Context: an optimization exercise on an open-source flow, tuned for small area. The choices shown serve that exercise and are no tape-out recipe.

==> exp/onyx: inputs <==
==> flow/design.v <==
package state_enc_one_hot_pkg;
    localparam logic [5:0] PRE_FIRST_IDLE = 6'b000001;
    localparam logic [5:0] IDLE           = 6'b000010;
    localparam logic [5:0] START          = 6'b000100;
    localparam logic [5:0] DATA           = 6'b001000;
    localparam logic [5:0] PARITY         = 6'b010000;
    localparam logic [5:0] STOP           = 6'b100000;
endpackage
module Rx (
    input logic clk,
    input logic rst_n,
    input logic [11:0] dvsr,
    input logic Rx_din,
    output logic [7:0] Rx_dout,
    output logic Rx_done,
    output logic parity_error,
    output logic framing_error
);
    logic [3:0] bit_st;
    logic [4:0] sub;
    logic [11:0] cnt;
    logic par;
    logic idle, term, tick, ev;
    assign idle = bit_st[3] & bit_st[1] & !bit_st[0];
    assign term = (cnt == 12'd1);
    assign tick = term & !idle;
    assign ev = tick & (&sub);
    always_ff @(posedge clk) begin
        cnt <= (idle | term) ? dvsr : cnt - 12'd1;
    end
    always_ff @(posedge clk or negedge rst_n) begin
        if (!rst_n) begin
            bit_st <= 4'd10;
        end
        else if (idle) begin
            bit_st <= Rx_din ? 4'd10 : 4'd15;
        end
        else begin
            bit_st <= bit_st + {3'd0, ev};
        end
    end
    always_ff @(posedge clk) begin
        sub <= idle ? 5'd16 : sub + {4'd0, tick};
    end
    always_ff @(posedge clk) begin
        if (ev & !bit_st[3]) begin
            Rx_dout <= {Rx_din, Rx_dout[7:1]};
        end
    end
    always_ff @(posedge clk or negedge rst_n) begin
        if (!rst_n) begin
            par <= 1'b0;
            Rx_done <= 1'b0;
            framing_error <= 1'b0;
        end
        else begin
            par <= !idle & (par ^ (ev & Rx_din & (!bit_st[3] | (!bit_st[1] & !bit_st[0]))));
            Rx_done <= ev & bit_st[3] & !bit_st[1] & bit_st[0];
            framing_error <= ev & bit_st[3] & !bit_st[1] & bit_st[0] & !Rx_din;
        end
    end
    assign parity_error = par & bit_st[3] & !bit_st[2] & (bit_st[1] | bit_st[0]);
endmodule
module Tx (
    input logic clk,
    input logic rst_n,
    input logic [11:0] dvsr,
    input logic Tx_empty,
    input logic Tx_bit,
    output logic [2:0] Tx_bit_no,
    output logic Tx_dout,
    output logic Tx_done
);
    logic [3:0] bit_st;
    logic [4:0] sub;
    logic [11:0] cnt;
    logic par;
    logic idle, term, tick, ev;
    assign idle = bit_st[3] & bit_st[1] & !bit_st[0];
    assign term = (cnt == 12'd1);
    assign tick = term & !idle;
    assign ev = tick & (&sub);
    assign Tx_bit_no = bit_st[2:0];
    always_ff @(posedge clk) begin
        cnt <= (idle | term) ? dvsr : cnt - 12'd1;
    end
    always_ff @(posedge clk or negedge rst_n) begin
        if (!rst_n) begin
            bit_st <= 4'd10;
        end
        else if (idle) begin
            bit_st <= (!Tx_done & !Tx_empty) ? 4'd15 : 4'd10;
        end
        else begin
            bit_st <= bit_st + {3'd0, ev};
        end
    end
    always_ff @(posedge clk) begin
        sub <= idle ? 5'd0 : sub + {4'd0, tick};
    end
    always_ff @(posedge clk or negedge rst_n) begin
        if (!rst_n) begin
            par <= 1'b0;
            Tx_done <= 1'b1;
            Tx_dout <= 1'b1;
        end
        else begin
            par <= !idle & (par ^ (ev & !bit_st[3] & Tx_bit));
            Tx_done <= ev & bit_st[3] & !bit_st[1] & bit_st[0];
            if (idle) begin
                Tx_dout <= 1'b1;
            end
            else if (!bit_st[3]) begin
                Tx_dout <= Tx_bit;
            end
            else begin
                Tx_dout <= bit_st[0] ? !bit_st[1] : par;
            end
        end
    end
endmodule
module FIFO (
    input logic clk,
    input logic rst_n,
    input logic wr_en,
    input logic rd_en,
    input logic [7:0] wr_data,
    input logic [2:0] rd_bit,
    output logic [7:0] head,
    output logic head_bit,
    output logic full,
    output logic empty
);
    logic [7:0] mem [0:7];
    logic [3:0] last;
    logic wr, rd;
    assign empty = last[3];
    assign full = !last[3] & (&last[2:0]);
    assign wr = wr_en & !full;
    assign rd = rd_en & !empty;
    assign head = mem[last[2:0]];
    assign head_bit = head[rd_bit];
    always_ff @(posedge clk or negedge rst_n) begin
        if (!rst_n) begin
            last <= 4'd15;
        end
        else if (wr & !rd) begin
            last <= last + 4'd1;
        end
        else if (rd & !wr) begin
            last <= last - 4'd1;
        end
    end
    always_ff @(posedge clk) begin
        if (wr) begin
            mem[0] <= wr_data;
            for (int i = 1; i < 8; i++) begin
                mem[i] <= mem[i - 1];
            end
        end
    end
endmodule
module top (
    input logic clk,
    input logic rst_n,
    input logic [15:0] dvsr,
    input logic Rx_din,
    input logic rd_uart,
    input logic wr_uart,
    input logic [7:0] wr_data,
    output logic [7:0] rd_data,
    output logic Tx_dout,
    output logic Rx_full,
    output logic Rx_empty,
    output logic Tx_full,
    output logic parity_error,
    output logic framing_error
);
    logic [7:0] Rx_dout;
    logic Rx_done;
    logic [7:0] Rx_head;
    logic Rx_head_bit;
    logic Tx_empty;
    logic Tx_done;
    logic Tx_bit;
    logic [2:0] Tx_bit_no;
    logic [7:0] Tx_head;
    Rx Rx_inst (
        .clk(clk),
        .rst_n(rst_n),
        .dvsr(dvsr[11:0]),
        .Rx_din(Rx_din),
        .Rx_dout(Rx_dout),
        .Rx_done(Rx_done),
        .parity_error(parity_error),
        .framing_error(framing_error)
    );
    FIFO Rx_fifo_inst (
        .clk(clk),
        .rst_n(rst_n),
        .wr_en(Rx_done),
        .rd_en(rd_uart),
        .wr_data(Rx_dout),
        .rd_bit(3'd0),
        .head(Rx_head),
        .head_bit(Rx_head_bit),
        .full(Rx_full),
        .empty(Rx_empty)
    );
    always_ff @(posedge clk or negedge rst_n) begin
        if (!rst_n) begin
            rd_data <= 8'd0;
        end
        else if (rd_uart & !Rx_empty) begin
            rd_data <= Rx_head;
        end
    end
    Tx Tx_inst (
        .clk(clk),
        .rst_n(rst_n),
        .dvsr(dvsr[11:0]),
        .Tx_empty(Tx_empty),
        .Tx_bit(Tx_bit),
        .Tx_bit_no(Tx_bit_no),
        .Tx_dout(Tx_dout),
        .Tx_done(Tx_done)
    );
    FIFO Tx_fifo_inst (
        .clk(clk),
        .rst_n(rst_n),
        .wr_en(wr_uart),
        .rd_en(Tx_done),
        .wr_data(wr_data),
        .rd_bit(Tx_bit_no),
        .head(Tx_head),
        .head_bit(Tx_bit),
        .full(Tx_full),
        .empty(Tx_empty)
    );
endmodule
==> flow/run.sh <==
#!/bin/bash
# synth_recipe.tcl (not shown) runs the flow's synth.tcl, then flattens the netlist and writes it again
# the make line also repeats each setting of config.mk as NAME=value (left out here)
make -C /OpenROAD-flow-scripts/flow DESIGN_CONFIG=/design/flow/config.mk WORK_HOME=/design/flow/orfs CLKGATE_MAP_FILE= SYNTH_SCRIPT=/design/flow/synth_recipe.tcl finish
==> flow/config.mk <==
export PLATFORM = sky130hd
export DESIGN_NAME = top
export DESIGN_NICKNAME = top
export VERILOG_FILES = /design/flow/design.v
export SDC_FILE = /design/flow/constraint.sdc
export NUM_CORES = 4
export LEC_CHECK = 0
export CAP_MARGIN = 20
export CORE_MARGIN = 2
export CORE_UTILIZATION = 40
export SLEW_MARGIN = 20
==> flow/constraint.sdc <==
create_clock -name core_clock -period 10.0 [get_ports {clk}]
set_input_delay 2.0000 -clock core_clock [delete_from_list [all_inputs] [get_ports {clk}]]
set_output_delay 2.0000 -clock core_clock [all_outputs]
set_load 0.01 [all_outputs]
==> exp/sierra (differences from exp/onyx) <==
==> flow/design.v, changed modules only <==
module Rx (
    input logic clk,
    input logic rst_n,
    input logic [10:0] dvsr,
    input logic Rx_din,
    output logic [7:0] Rx_dout,
    output logic Rx_done,
    output logic parity_error,
    output logic framing_error
);
    logic [3:0] st, st_q, st_d;
    logic [4:0] sub;
    logic [10:0] cnt;
    logic par;
    logic wait_start, term, tick, ev;
    assign wait_start = st[3] & st[1] & !(st[2] & st[0]);
    assign term = (cnt == 11'd1);
    assign tick = term & !wait_start;
    assign ev = tick & (&sub);
    always_ff @(posedge clk) begin
        cnt <= (wait_start | term) ? dvsr : cnt - 11'd1;
    end
    assign st = st_q ^ 4'b1011;
    always_comb begin
        if (wait_start) begin
            st_d = {1'b1, !Rx_din, 2'b11};
        end
        else begin
            st_d = (st + {3'd0, ev}) | {1'b0, ev & st[3] & !st[2] & st[0] & !Rx_din, 2'b00};
        end
    end
    always_ff @(posedge clk or negedge rst_n) begin
        if (!rst_n) begin
            st_q <= 4'd0;
        end
        else begin
            st_q <= st_d ^ 4'b1011;
        end
    end
    always_ff @(posedge clk) begin
        sub <= wait_start ? 5'd16 : sub + {4'd0, tick};
    end
    always_ff @(posedge clk) begin
        if (ev & !st[3]) begin
            Rx_dout <= {Rx_din, Rx_dout[7:1]};
        end
    end
    always_ff @(posedge clk or negedge rst_n) begin
        if (!rst_n) begin
            par <= 1'b0;
        end
        else begin
            par <= !wait_start & (par ^ (ev & Rx_din & !(st[3] & st[0])));
        end
    end
    assign Rx_done = st[3] & st[1] & !st[0];
    assign framing_error = st[3] & st[2] & !st[0];
    assign parity_error = par & st[3] & (st[1] ^ st[0]);
endmodule
module Tx (
    input logic clk,
    input logic rst_n,
    input logic [10:0] dvsr,
    input logic Tx_empty,
    input logic Tx_bit,
    output logic [2:0] Tx_bit_no,
    output logic Tx_dout,
    output logic Tx_done
);
    logic [3:0] st, st_q, st_d;
    logic [4:0] sub;
    logic [10:0] cnt;
    logic par;
    logic idle, not_busy, term, tick, ev;
    assign not_busy = st[3] & st[1] & !st[2];
    assign idle = not_busy & st[0];
    assign Tx_done = not_busy & !st[0];
    assign term = (cnt == 11'd1);
    assign tick = term & !not_busy;
    assign ev = tick & (&sub);
    assign Tx_bit_no = st[2:0];
    always_ff @(posedge clk) begin
        cnt <= (not_busy | term) ? dvsr : cnt - 11'd1;
    end
    assign st = st_q ^ 4'b1010;
    always_comb begin
        if (idle) begin
            st_d = {st[3], !Tx_empty, st[1:0]};
        end
        else begin
            st_d = st + {3'd0, ev | Tx_done};
        end
    end
    always_ff @(posedge clk or negedge rst_n) begin
        if (!rst_n) begin
            st_q <= 4'd0;
        end
        else begin
            st_q <= st_d ^ 4'b1010;
        end
    end
    always_ff @(posedge clk) begin
        sub <= not_busy ? 5'd0 : sub + {4'd0, tick};
    end
    always_ff @(posedge clk or negedge rst_n) begin
        if (!rst_n) begin
            par <= 1'b0;
            Tx_dout <= 1'b1;
        end
        else begin
            par <= !not_busy & (par ^ (ev & !st[3] & Tx_bit));
            if (!st[3]) begin
                Tx_dout <= Tx_bit;
            end
            else if (st[2]) begin
                Tx_dout <= 1'b0;
            end
            else begin
                Tx_dout <= st[1] | st[0] | par;
            end
        end
    end
endmodule
module FIFO (
    input logic clk,
    input logic rst_n,
    input logic wr_en,
    input logic rd_en,
    input logic [7:0] wr_data,
    input logic [2:0] rd_bit,
    output logic [7:0] head,
    output logic head_bit,
    output logic full,
    output logic empty
);
    logic [7:0] mem [0:7];
    logic [3:0] nlast;
    logic wr, rd;
    assign empty = !nlast[3];
    assign full = nlast[3] & !(|nlast[2:0]);
    assign wr = wr_en & !full;
    assign rd = rd_en & !empty;
    assign head = mem[~nlast[2:0]];
    assign head_bit = head[rd_bit];
    always_ff @(posedge clk or negedge rst_n) begin
        if (!rst_n) begin
            nlast <= 4'd0;
        end
        else if (wr & !rd) begin
            nlast <= nlast - 4'd1;
        end
        else if (rd & !wr) begin
            nlast <= nlast + 4'd1;
        end
    end
    always_ff @(posedge clk) begin
        if (wr) begin
            mem[0] <= wr_data;
            for (int i = 1; i < 8; i++) begin
                mem[i] <= mem[i - 1];
            end
        end
    end
endmodule
module top (
    input logic clk,
    input logic rst_n,
    input logic [15:0] dvsr,
    input logic Rx_din,
    input logic rd_uart,
    input logic wr_uart,
    input logic [7:0] wr_data,
    output logic [7:0] rd_data,
    output logic Tx_dout,
    output logic Rx_full,
    output logic Rx_empty,
    output logic Tx_full,
    output logic parity_error,
    output logic framing_error
);
    logic [7:0] Rx_dout;
    logic Rx_done;
    logic [7:0] Rx_head;
    logic Rx_head_bit;
    logic Tx_empty;
    logic Tx_done;
    logic Tx_bit;
    logic [2:0] Tx_bit_no;
    logic [7:0] Tx_head;
    Rx Rx_inst (
        .clk(clk),
        .rst_n(rst_n),
        .dvsr(dvsr[10:0]),
        .Rx_din(Rx_din),
        .Rx_dout(Rx_dout),
        .Rx_done(Rx_done),
        .parity_error(parity_error),
        .framing_error(framing_error)
    );
    FIFO Rx_fifo_inst (
        .clk(clk),
        .rst_n(rst_n),
        .wr_en(Rx_done),
        .rd_en(rd_uart),
        .wr_data(Rx_dout),
        .rd_bit(3'd0),
        .head(Rx_head),
        .head_bit(Rx_head_bit),
        .full(Rx_full),
        .empty(Rx_empty)
    );
    always_ff @(posedge clk or negedge rst_n) begin
        if (!rst_n) begin
            rd_data <= 8'd0;
        end
        else if (rd_uart & !Rx_empty) begin
            rd_data <= Rx_head;
        end
    end
    Tx Tx_inst (
        .clk(clk),
        .rst_n(rst_n),
        .dvsr(dvsr[10:0]),
        .Tx_empty(Tx_empty),
        .Tx_bit(Tx_bit),
        .Tx_bit_no(Tx_bit_no),
        .Tx_dout(Tx_dout),
        .Tx_done(Tx_done)
    );
    FIFO Tx_fifo_inst (
        .clk(clk),
        .rst_n(rst_n),
        .wr_en(wr_uart),
        .rd_en(Tx_done),
        .wr_data(wr_data),
        .rd_bit(Tx_bit_no),
        .head(Tx_head),
        .head_bit(Tx_bit),
        .full(Tx_full),
        .empty(Tx_empty)
    );
endmodule
==> flow/flow/run.sh (new file) <==
#!/bin/bash
# The standard layout with three changes:
#  - synthesis maps the logic with an area-oriented ABC script (flow/abc_map.script);
#    everything else in synthesis, and so every register, is as in the standard synthesis
#  - port buffers are buf_1
#  - the clock tree is built from clkbuf_8 without dummy loads
set -e
rm -rf scripts_area
cp -r "$FLOW_HOME/scripts" scripts_area
cp flow/abc_map.script scripts_area/abc_speed.script
SCRIPTS_DIR=$PWD/scripts_area bash standard.sh synth > synth.log 2>&1
export BUFFER_PORTS_ARGS="-buffer_cell sky130_fd_sc_hd__buf_1"
export CTS_ARGS="-sink_clustering_enable -repair_clock_nets -dont_use_dummy_load -buf_list sky130_fd_sc_hd__clkbuf_8"
bash standard.sh > standard.log 2>&1
==> flow/flow/abc_map.script (new file) <==
&get -n
&st
&dch
&nf -R 1000
&put
==> flow/standard.sh (new file) <==
#!/bin/bash
# synth_recipe.tcl (not shown) runs the flow's synth.tcl, then flattens the netlist and writes it again
# the make line also repeats each setting of config.mk as NAME=value (left out here)
make -C /OpenROAD-flow-scripts/flow DESIGN_CONFIG=/design/flow/config.mk WORK_HOME=/design/flow/orfs CLKGATE_MAP_FILE= SYNTH_SCRIPT=/design/flow/synth_recipe.tcl "${@:-finish}"
--- a/flow/config.mk
+++ b/flow/config.mk
@@ -8,4 +8,5 @@
 export CAP_MARGIN = 20
 export CORE_MARGIN = 2
-export CORE_UTILIZATION = 40
+export CORE_UTILIZATION = 70
+export PLACE_DENSITY = 0.85
 export SLEW_MARGIN = 20
removed: flow/run.sh
==> exp/zinc (differences from exp/onyx) <==
==> flow/design.v, changed modules only <==
module Rx (
    input logic clk,
    input logic rst_n,
    input logic [10:0] dvsr,
    input logic Rx_din,
    output logic [7:0] Rx_dout,
    output logic Rx_done,
    output logic parity_error,
    output logic framing_error
);
    logic [3:0] st, st_q, st_d;
    logic [4:0] sub;
    logic [10:0] cnt;
    logic par;
    logic wait_start, term, tick, ev;
    assign wait_start = st[3] & st[1] & !(st[2] & st[0]);
    assign term = (cnt == 11'd1);
    assign tick = term & !wait_start;
    assign ev = tick & (&sub);
    always_ff @(posedge clk) begin
        cnt <= (wait_start | term) ? dvsr : cnt - 11'd1;
    end
    assign st = st_q ^ 4'b1011;
    always_comb begin
        if (wait_start) begin
            st_d = {1'b1, !Rx_din, 2'b11};
        end
        else begin
            st_d = (st + {3'd0, ev}) | {1'b0, ev & st[3] & !st[2] & st[0] & !Rx_din, 2'b00};
        end
    end
    always_ff @(posedge clk or negedge rst_n) begin
        if (!rst_n) begin
            st_q <= 4'd0;
        end
        else begin
            st_q <= st_d ^ 4'b1011;
        end
    end
    always_ff @(posedge clk) begin
        sub <= wait_start ? 5'd16 : sub + {4'd0, tick};
    end
    always_ff @(posedge clk) begin
        if (ev & !st[3]) begin
            Rx_dout <= {Rx_din, Rx_dout[7:1]};
        end
    end
    always_ff @(posedge clk or negedge rst_n) begin
        if (!rst_n) begin
            par <= 1'b0;
        end
        else begin
            par <= !wait_start & (par ^ (ev & Rx_din & !(st[3] & st[0])));
        end
    end
    assign Rx_done = st[3] & st[1] & !st[0];
    assign framing_error = st[3] & st[2] & !st[0];
    assign parity_error = par & st[3] & (st[1] ^ st[0]);
endmodule
module Tx (
    input logic clk,
    input logic rst_n,
    input logic [10:0] dvsr,
    input logic Tx_empty,
    input logic Tx_bit,
    output logic [2:0] Tx_bit_no,
    output logic Tx_dout,
    output logic Tx_done
);
    logic [3:0] st, st_q, st_d;
    logic [4:0] sub;
    logic [10:0] cnt;
    logic par;
    logic idle, not_busy, term, tick, ev;
    assign not_busy = st[3] & st[1] & !st[2];
    assign idle = not_busy & st[0];
    assign Tx_done = not_busy & !st[0];
    assign term = (cnt == 11'd1);
    assign tick = term & !not_busy;
    assign ev = tick & (&sub);
    assign Tx_bit_no = st[2:0];
    always_ff @(posedge clk) begin
        cnt <= (not_busy | term) ? dvsr : cnt - 11'd1;
    end
    assign st = st_q ^ 4'b1010;
    always_comb begin
        if (idle) begin
            st_d = {st[3], !Tx_empty, st[1:0]};
        end
        else begin
            st_d = st + {3'd0, ev | Tx_done};
        end
    end
    always_ff @(posedge clk or negedge rst_n) begin
        if (!rst_n) begin
            st_q <= 4'd0;
        end
        else begin
            st_q <= st_d ^ 4'b1010;
        end
    end
    always_ff @(posedge clk) begin
        sub <= not_busy ? 5'd0 : sub + {4'd0, tick};
    end
    always_ff @(posedge clk or negedge rst_n) begin
        if (!rst_n) begin
            par <= 1'b0;
            Tx_dout <= 1'b1;
        end
        else begin
            par <= !not_busy & (par ^ (ev & !st[3] & Tx_bit));
            if (!st[3]) begin
                Tx_dout <= Tx_bit;
            end
            else if (st[2]) begin
                Tx_dout <= 1'b0;
            end
            else begin
                Tx_dout <= st[1] | st[0] | par;
            end
        end
    end
endmodule
module FIFO (
    input logic clk,
    input logic rst_n,
    input logic wr_en,
    input logic rd_en,
    input logic [7:0] wr_data,
    input logic [2:0] rd_bit,
    output logic [7:0] head,
    output logic head_bit,
    output logic full,
    output logic empty
);
    logic [7:0] mem [0:7];
    logic [3:0] nlast;
    logic wr, rd;
    assign empty = !nlast[3];
    assign full = nlast[3] & !(|nlast[2:0]);
    assign wr = wr_en & !full;
    assign rd = rd_en & !empty;
    assign head = mem[~nlast[2:0]];
    assign head_bit = head[rd_bit];
    always_ff @(posedge clk or negedge rst_n) begin
        if (!rst_n) begin
            nlast <= 4'd0;
        end
        else if (wr & !rd) begin
            nlast <= nlast - 4'd1;
        end
        else if (rd & !wr) begin
            nlast <= nlast + 4'd1;
        end
    end
    always_ff @(posedge clk) begin
        if (wr) begin
            mem[0] <= wr_data;
            for (int i = 1; i < 8; i++) begin
                mem[i] <= mem[i - 1];
            end
        end
    end
endmodule
module top (
    input logic clk,
    input logic rst_n,
    input logic [15:0] dvsr,
    input logic Rx_din,
    input logic rd_uart,
    input logic wr_uart,
    input logic [7:0] wr_data,
    output logic [7:0] rd_data,
    output logic Tx_dout,
    output logic Rx_full,
    output logic Rx_empty,
    output logic Tx_full,
    output logic parity_error,
    output logic framing_error
);
    logic [7:0] Rx_dout;
    logic Rx_done;
    logic [7:0] Rx_head;
    logic Rx_head_bit;
    logic Tx_empty;
    logic Tx_done;
    logic Tx_bit;
    logic [2:0] Tx_bit_no;
    logic [7:0] Tx_head;
    Rx Rx_inst (
        .clk(clk),
        .rst_n(rst_n),
        .dvsr(dvsr[10:0]),
        .Rx_din(Rx_din),
        .Rx_dout(Rx_dout),
        .Rx_done(Rx_done),
        .parity_error(parity_error),
        .framing_error(framing_error)
    );
    FIFO Rx_fifo_inst (
        .clk(clk),
        .rst_n(rst_n),
        .wr_en(Rx_done),
        .rd_en(rd_uart),
        .wr_data(Rx_dout),
        .rd_bit(3'd0),
        .head(Rx_head),
        .head_bit(Rx_head_bit),
        .full(Rx_full),
        .empty(Rx_empty)
    );
    always_ff @(posedge clk or negedge rst_n) begin
        if (!rst_n) begin
            rd_data <= 8'd0;
        end
        else if (rd_uart & !Rx_empty) begin
            rd_data <= Rx_head;
        end
    end
    Tx Tx_inst (
        .clk(clk),
        .rst_n(rst_n),
        .dvsr(dvsr[10:0]),
        .Tx_empty(Tx_empty),
        .Tx_bit(Tx_bit),
        .Tx_bit_no(Tx_bit_no),
        .Tx_dout(Tx_dout),
        .Tx_done(Tx_done)
    );
    FIFO Tx_fifo_inst (
        .clk(clk),
        .rst_n(rst_n),
        .wr_en(wr_uart),
        .rd_en(Tx_done),
        .wr_data(wr_data),
        .rd_bit(Tx_bit_no),
        .head(Tx_head),
        .head_bit(Tx_bit),
        .full(Tx_full),
        .empty(Tx_empty)
    );
endmodule
==> flow/flow/run.sh (new file) <==
#!/bin/bash
# Standard layout, with 1x port buffers and a smaller clock tree without dummy loads.
set -e
export BUFFER_PORTS_ARGS="-buffer_cell sky130_fd_sc_hd__buf_1"
export CTS_ARGS="-sink_clustering_enable -repair_clock_nets -dont_use_dummy_load -buf_list sky130_fd_sc_hd__clkbuf_8"
bash standard.sh > standard.log 2>&1
==> flow/standard.sh (new file) <==
#!/bin/bash
# synth_recipe.tcl (not shown) runs the flow's synth.tcl, then flattens the netlist and writes it again
# the make line also repeats each setting of config.mk as NAME=value (left out here)
make -C /OpenROAD-flow-scripts/flow DESIGN_CONFIG=/design/flow/config.mk WORK_HOME=/design/flow/orfs CLKGATE_MAP_FILE= SYNTH_SCRIPT=/design/flow/synth_recipe.tcl "${@:-finish}"
--- a/flow/config.mk
+++ b/flow/config.mk
@@ -8,4 +8,5 @@
 export CAP_MARGIN = 20
 export CORE_MARGIN = 2
-export CORE_UTILIZATION = 40
+export CORE_UTILIZATION = 70
+export PLACE_DENSITY = 0.85
 export SLEW_MARGIN = 20
removed: flow/run.sh
==> exp/ember (differences from exp/onyx) <==
==> flow/flow/run.sh (new file) <==
#!/bin/bash
# Standard layout, with 1x port buffers and a smaller clock tree without dummy loads.
set -e
export BUFFER_PORTS_ARGS="-buffer_cell sky130_fd_sc_hd__buf_1"
export CTS_ARGS="-sink_clustering_enable -repair_clock_nets -dont_use_dummy_load -buf_list {sky130_fd_sc_hd__clkbuf_4 sky130_fd_sc_hd__clkbuf_8}"
bash standard.sh > standard.log 2>&1
==> flow/standard.sh (new file) <==
#!/bin/bash
# synth_recipe.tcl (not shown) runs the flow's synth.tcl, then flattens the netlist and writes it again
# the make line also repeats each setting of config.mk as NAME=value (left out here)
make -C /OpenROAD-flow-scripts/flow DESIGN_CONFIG=/design/flow/config.mk WORK_HOME=/design/flow/orfs CLKGATE_MAP_FILE= SYNTH_SCRIPT=/design/flow/synth_recipe.tcl "${@:-finish}"
removed: flow/run.sh
==> impl_metrics.toml <==
[outcome]
status = "timing/DRC/antenna clean"

[layout]
multiInputGateArea_um2 = 2577
layout.area.seq_um2 = 5533
num-fill-cells = 1869
num-nets-final = 705
drive_gt1_share_pct = 9.939
final_cell_area_um2 = 8916

[die]
start_util_pct = 40.79

[routing]
wl_met1_um = 7225

[power_and_ir_drop]
peakVddDrop_uv = 92.06
powerSeq_uw = 1210

[hold_path]
worstHoldEndpoint = "Rx_fifo_inst.mem[0][1]"

[clock_network]
clk-insertion-delay-late_ns = 0.46
root_buffer = "clkbuf_8"

[yosys]
ys_top_cells_by_count = "136 x edfxtp_1, 53 x nor2_1, 42 x a21oi_1, 35 x nand2_1, 34 x dfxtp_1"
synth_top_family_by_area = "simple AND/OR/NAND/NOR gates"
synth_nets = 671

[placed_design]
dpl.cell_count = 907
the above is filed under exp/ember

==> impl_metrics.toml <==
[global_route]
overflow = 0

[clock_network]
root_buffer = "clkbuf_16"
clk-insertion-delay-late_ns = 0.43

[yosys]
ys_top_cells_by_count = "136 x edfxtp_1, 53 x nor2_1, 42 x a21oi_1, 35 x nand2_1, 34 x dfxtp_1"
synth_nets = 671
synth_top_family_by_area = "simple AND/OR/NAND/NOR gates"

[critical_path]
crit_cells = 3

[layout]
final_cell_area_um2 = 9499
num-nets-final = 706
drive_gt1_share_pct = 11.49
buffers = 41
num-fill-cells = 1809
layout.area.seq_um2 = 5533
multiInputGateArea_um2 = 2577
clock_area_share_pct = 6.033

[power_and_ir_drop]
peakVddDrop_uv = 120.9
powerSeq_uw = 1210

[outcome]
status = "timing/DRC/antenna clean"

[sta]
finalMaxSlewViolations = 0

[placed_design]
dpl.cell_count = 908

[hold_path]
worstHoldEndpoint = "Rx_fifo_inst.mem[0][0]"

[die]
start_util_pct = 40.79
the above is filed under exp/onyx

==> impl_metrics.toml <==
[yosys]
ys_top_cells_by_count = "136 x edfxtp_1, 37 x nand2_1, 36 x nor2_1, 36 x o21ai_0, 32 x dfxtp_1"
synth_nets = 589
synth_fa_ha_area_share_pct = 3.506
synth_top_family_by_area = "compound AO/OA/AOI/OAI gates"

[clock_network]
cts_tree = "yes"
clk-insertion-delay-late_ns = 0.45
root_buffer = "clkbuf_8"

[hold_path]
worstHoldEndpoint = "Rx_fifo_inst.mem[0][0]"

[layout]
drive_gt1_share_pct = 4.983
num-fill-cells = 622
multiInputGateArea_um2 = 2131
num-nets-final = 653

[power_and_ir_drop]
power_combinational_uw = 314

[outcome]
status = "timing/DRC/antenna clean"

[die]
start_util_pct = 72.62

[placed_design]
dpl.cell_count = 721
the above is filed under exp/sierra

==> impl_metrics.toml <==
[power_and_ir_drop]
peakVddDrop_uv = 156.6
powerSeq_uw = 1170

[placed_design]
pre_cts_slack_ns = 5.681
dpl.cell_count = 768

[layout]
final_cell_area_um2 = 8578
num-fill-cells = 675
num-nets-final = 693
multiInputGateArea_um2 = 2512

[yosys]
synth_top_family_by_area = "simple AND/OR/NAND/NOR gates"
ys_top_cells_by_count = "136 x edfxtp_1, 51 x nand2_1, 45 x nor2_1, 35 x o21ai_0, 32 x dfxtp_1"
synth_nets = 654

[outcome]
status = "timing/DRC/antenna clean"

[clock_network]
root_buffer = "clkbuf_8"
clk-insertion-delay-late_ns = 0.45

[routing]
wl_met1_um = 6192
the above is filed under exp/zinc

Function was not checked in any run of this note: the RTL went through the layout flow alone.

## what the ideal ports hide
No port has a modelled driver above. Below, the same layouts with a new extraction and two added sets of constraints.
Step 1, drivers: a clkbuf_16 drives clk and a buf_2 each remaining input, both assumed.
Step 2 times the ports against the registers' clock, not the clock port: input delays grow and output delays shrink by t, the midpoint of the rising clock arrivals with the driver on.
a / b / c = ideal ports / drivers / drivers and shift; a / b = the first two.
run	t, ns	setup slack, ns	clock arrival spread, ns	cell pins on the clock port's net
exp/onyx	0.470	5.119 / 5.076 / 5.193	0.013 / 0.013	1
exp/sierra	0.479	5.967 / 5.931 / 5.642	0.022 / 0.021	1
exp/zinc	0.477	5.760 / 5.723 / 5.673	0.016 / 0.016	1
exp/ember	0.478	5.504 / 5.467 / 5.648	0.046 / 0.045	1
After both steps setup and hold are still met in every run listed. For exp/sierra, which loses most, drivers alone change the setup slack by -0.036 ns; drivers and shift together by -0.325 ns.
